This is an optimization exercise on Yosys and OpenROAD, whose aim is small area and a short achievable clock period, not a production implementation. Function was checked by simulation only, so behaviour that the tests miss may differ from the original. Power and IR drop assume default switching activity.

// gca_dlnv
module gca_dlnv(
    input [31:0]    coord0,
    input [31:0]    coord1,
    input           ld,
    input           step,
    input           CLK,
    output          FC,
    output [20:0]   ADDR
);
Size in the first run: about 710 cells after synthesis, roughly 71 flip-flops, about 89 I/O pins, about 5700 um2 of cells after synthesis.
Settings: LEC_CHECK=0, CAP_MARGIN=20, CORE_MARGIN=2, CORE_UTILIZATION=40, SETUP_SLACK_MARGIN=2.3, SLEW_MARGIN=20; clock period 5.0 ns.
standard.sh (not shown) runs the stock make flow with config.mk's settings and CLKGATE_MAP_FILE= SYNTH_SCRIPT=/design/flow/synth_recipe.tcl, a recipe that flattens the netlist after the stock synthesis.
==> flow/flow/run.sh <==
#!/bin/bash
# Own layout flow: the standard ORFS flow (standard.sh) with
#  - ORFS's full/half-adder extraction turned off, so ABC maps the adders
#  - a shorter ABC mapping script (structural choices, then delay mapping)
#  - plain buffers on the ports instead of the delay cells ORFS picks
#  - a clock tree with larger sink clusters and no dummy loads
set -euo pipefail
here=$(pwd)
rm -rf "$here/scripts_mod"
cp -r "$FLOW_HOME/scripts" "$here/scripts_mod"
cp "$here/flow/abc_speed.script" "$here/scripts_mod/abc_speed.script"
export SCRIPTS_DIR="$here/scripts_mod"
export ADDER_MAP_FILE=
export BUFFER_PORTS_ARGS="-buffer_cell sky130_fd_sc_hd__buf_1"
export CTS_ARGS="-sink_clustering_enable -repair_clock_nets -dont_use_dummy_load -sink_clustering_size 16 -root_buf sky130_fd_sc_hd__clkbuf_8 -tree_buf sky130_fd_sc_hd__clkbuf_4 -buf_list {sky130_fd_sc_hd__clkbuf_4}"
bash standard.sh > standard.log 2>&1
==> flow/flow/abc_speed.script <==
&get -n
&st
&dch
&nf
&put
The baseline produced a clean layout.
==> next run, changes <==
--- a/flow/flow/run.sh
+++ b/flow/flow/run.sh
@@ -14,3 +14,3 @@
 export BUFFER_PORTS_ARGS="-buffer_cell sky130_fd_sc_hd__buf_1"
-export CTS_ARGS="-sink_clustering_enable -repair_clock_nets -dont_use_dummy_load -sink_clustering_size 16 -root_buf sky130_fd_sc_hd__clkbuf_8 -tree_buf sky130_fd_sc_hd__clkbuf_4 -buf_list {sky130_fd_sc_hd__clkbuf_4}"
+export CTS_ARGS="-sink_clustering_enable -repair_clock_nets -dont_use_dummy_load -sink_clustering_size ${CTS_SINKS:-20} -buf_list {sky130_fd_sc_hd__clkbuf_4 sky130_fd_sc_hd__clkbuf_8}"
 bash standard.sh > standard.log 2>&1
Settings changed: SETUP_SLACK_MARGIN 2.3 to 2.5.
After rerunning: The changed run ran to the end with no violations; synthesized area stays the same; setup slack improves by 0.024 ns; clock skew barely changes; clock power is higher by about 1%; synthesized cell count is unchanged; routed wire length is higher by 4.5%; core utilization is higher by 2.0 points; total power is higher by 2.6%.
==> next run, changes <==
--- a/flow/flow/run.sh
+++ b/flow/flow/run.sh
@@ -14,3 +14,3 @@
 export BUFFER_PORTS_ARGS="-buffer_cell sky130_fd_sc_hd__buf_1"
-export CTS_ARGS="-sink_clustering_enable -repair_clock_nets -dont_use_dummy_load -sink_clustering_size ${CTS_SINKS:-20} -buf_list {sky130_fd_sc_hd__clkbuf_4 sky130_fd_sc_hd__clkbuf_8}"
+export CTS_ARGS="-sink_clustering_enable -repair_clock_nets -dont_use_dummy_load -sink_clustering_size 16 -root_buf sky130_fd_sc_hd__clkbuf_8 -buf_list {sky130_fd_sc_hd__clkbuf_4}"
 bash standard.sh > standard.log 2>&1
Settings changed: SETUP_SLACK_MARGIN 2.5 to 2.3.
What happened:
- The changed run ran to the end with no violations
- clock-buffer cell count is unchanged
- global-route usage fell by 0.64 points
- final cell count fell by about 1.3%
- non-clock buffer count fell by 13
==> next run, changes <==
--- a/flow/flow/run.sh
+++ b/flow/flow/run.sh
@@ -14,3 +14,3 @@
 export BUFFER_PORTS_ARGS="-buffer_cell sky130_fd_sc_hd__buf_1"
-export CTS_ARGS="-sink_clustering_enable -repair_clock_nets -dont_use_dummy_load -sink_clustering_size 16 -root_buf sky130_fd_sc_hd__clkbuf_8 -buf_list {sky130_fd_sc_hd__clkbuf_4}"
+export CTS_ARGS="-sink_clustering_enable -repair_clock_nets -dont_use_dummy_load -sink_clustering_size 40 -sink_clustering_max_diameter 150 -buf_list {sky130_fd_sc_hd__clkbuf_4}"
 bash standard.sh > standard.log 2>&1
Result: Synthesized cell count does not change; count of clock-buffer cells in the layout does not change; area after synthesis stays the same.


== willow ==
Another version of the RTL of gca_dlnv (not shown whole).
Size: ~740 cells after synthesis, ~71 flip-flops, roughly 0.0056 mm2 of cells after synthesis.
export LEC_CHECK = 0
export CAP_MARGIN = 20
export CORE_MARGIN = 2
export CORE_UTILIZATION = 40
export GPL_ROUTABILITY_DRIVEN = 0
export SETUP_SLACK_MARGIN = 2.2
export SLEW_MARGIN = 20
create_clock -name core_clock -period 5.0 [get_ports {CLK}]
==> flow/flow/run.sh <==
#!/bin/bash
# Own layout flow: the standard ORFS flow (standard.sh) with
#  - ORFS's full/half-adder extraction turned off, so ABC maps the adders
#  - a shorter ABC mapping script (structural choices, then delay mapping)
#  - plain buffers on the ports instead of the delay cells ORFS picks
#  - a clock tree with larger sink clusters and no dummy loads
set -euo pipefail
here=$(pwd)
rm -rf "$here/scripts_mod"
cp -r "$FLOW_HOME/scripts" "$here/scripts_mod"
cp "$here/flow/abc_speed.script" "$here/scripts_mod/abc_speed.script"
export SCRIPTS_DIR="$here/scripts_mod"
export ADDER_MAP_FILE=
export BUFFER_PORTS_ARGS="-buffer_cell sky130_fd_sc_hd__buf_1"
export CTS_ARGS="-sink_clustering_enable -repair_clock_nets -dont_use_dummy_load -sink_clustering_size 40 -sink_clustering_max_diameter 150 -buf_list {sky130_fd_sc_hd__clkbuf_4}"
bash standard.sh > standard.log 2>&1
Scripts as last shown in full above: flow/flow/abc_speed.script
Input-level comparison between ember and willow:
- changing CORE_UTILIZATION from 40 to 30
- removing GPL_ROUTABILITY_DRIVEN (formerly 0)
[summary]
Every stage of the flow completed for ember, and the final layout passed the timing, DRC and antenna checks. Looking at fraction of area in registers, ember sits 0.38 points lower than willow does. Final cell count came out higher on ember than on willow. Compared with willow, ember degrades design internal power. | top achievable clock speed | ember vs willow | better |. Non-clock buffer count in ember is 8 above willow.
[inputs] indigo vs ember
- swapping 2.2 for 2.1 in SETUP_SLACK_MARGIN
- swapping 30 for 40 in CORE_UTILIZATION
Findings:
Re non-clock buffer count: ember was higher than indigo. Higher global-route usage over all layers goes to indigo over ember. For post-route clock skew, ember and indigo come out practically identical. Compared with ember, indigo ends up with less cell area.
Relative to indigo, the following input files were edited for violet:
- SETUP_SLACK_MARGIN: 2.1 -> 2.0
Between violet and indigo, it is violet whose maximum vdd ir drop is lower, by about 5.5%.
The share of power burned in the clock network of violet falls short of that of indigo by 0.3 points.
indigo → violet: final instance area now smaller, combined area of the multi-input logic cells now smaller, worst slack at placement now smaller, via count now smaller, total cell area at the placement stage comparable.
| power after layout | violet vs indigo | ≈ equal |
Input-level comparison between garnet and violet:
- SETUP_SLACK_MARGIN: 2.0 -> 2.2
- GPL_TIMING_DRIVEN: unset -> 1
==> results.txt <==
garnet and violet ended up with roughly the same global-route wire length before repair.
Where leakage dissipation is concerned, violet is better than garnet.
Relative to violet, total wire length increased by about 1.3% in garnet.
garnet vs. violet: hold slack fell 0.0095 ns; total power density per cell area about even; count of cell instances traversed by the critical path rose 1.

-- what the ideal ports hide --
The flow's constraints put no driver on any port. The routed layouts listed below were extracted and timed again, unchanged, in two steps. Step 1 (the two cells are an assumption about what drives the block):
set clk [get_ports {CLK}]
set_driving_cell -lib_cell sky130_fd_sc_hd__clkbuf_16 $clk
set_driving_cell -lib_cell sky130_fd_sc_hd__buf_2 [delete_from_list [all_inputs] $clk]
Step 2, shift: input delay + t, output delay - t, t = (earliest + latest rising clock arrival at the registers) / 2. This alone moves slack from input paths to output paths. a / b / c = no drivers / after step 1 / after step 2; a / b = the first two.
run | shift t [ns] | setup WS [ns] | worst hold slack (ns) | clock arrival spread, ns | worst data-port slew with drivers (ns)
the first run of note 1 | 0.383 | 2.355 / 2.355 / 2.012 | 0.530 / 0.530 / 0.530 | 0.018 / 0.019 | 0.04
the second run of note 1 | 0.386 | 2.379 / 2.379 / 2.166 | 0.533 / 0.533 / 0.533 | 0.019 / 0.019 | 0.06
the third run of note 1 | 0.383 | 2.355 / 2.355 / 2.012 | 0.530 / 0.530 / 0.530 | 0.018 / 0.019 | 0.04
the fourth run of note 1 | 0.457 | 2.357 / 2.357 / 1.984 | 0.527 / 0.527 / 0.527 | 0.033 / 0.032 | 0.04
willow | 0.454 | 2.285 / 2.285 / 1.844 | 0.481 / 0.481 / 0.481 | 0.025 / 0.025 | 0.04
ember | 0.474 | 2.306 / 2.306 / 1.867 | 0.465 / 0.465 / 0.465 | 0.030 / 0.030 | 0.05
indigo | 0.460 | 2.186 / 2.164 / 1.797 | 0.491 / 0.491 / 0.491 | 0.033 / 0.033 | 0.04
violet | 0.455 | 2.161 / 2.157 / 1.736 | 0.491 / 0.491 / 0.491 | 0.031 / 0.031 | 0.04
garnet | 0.454 | 2.285 / 2.285 / 1.844 | 0.481 / 0.481 / 0.481 | 0.025 / 0.025 | 0.04
After both steps every run listed still meets setup and hold.
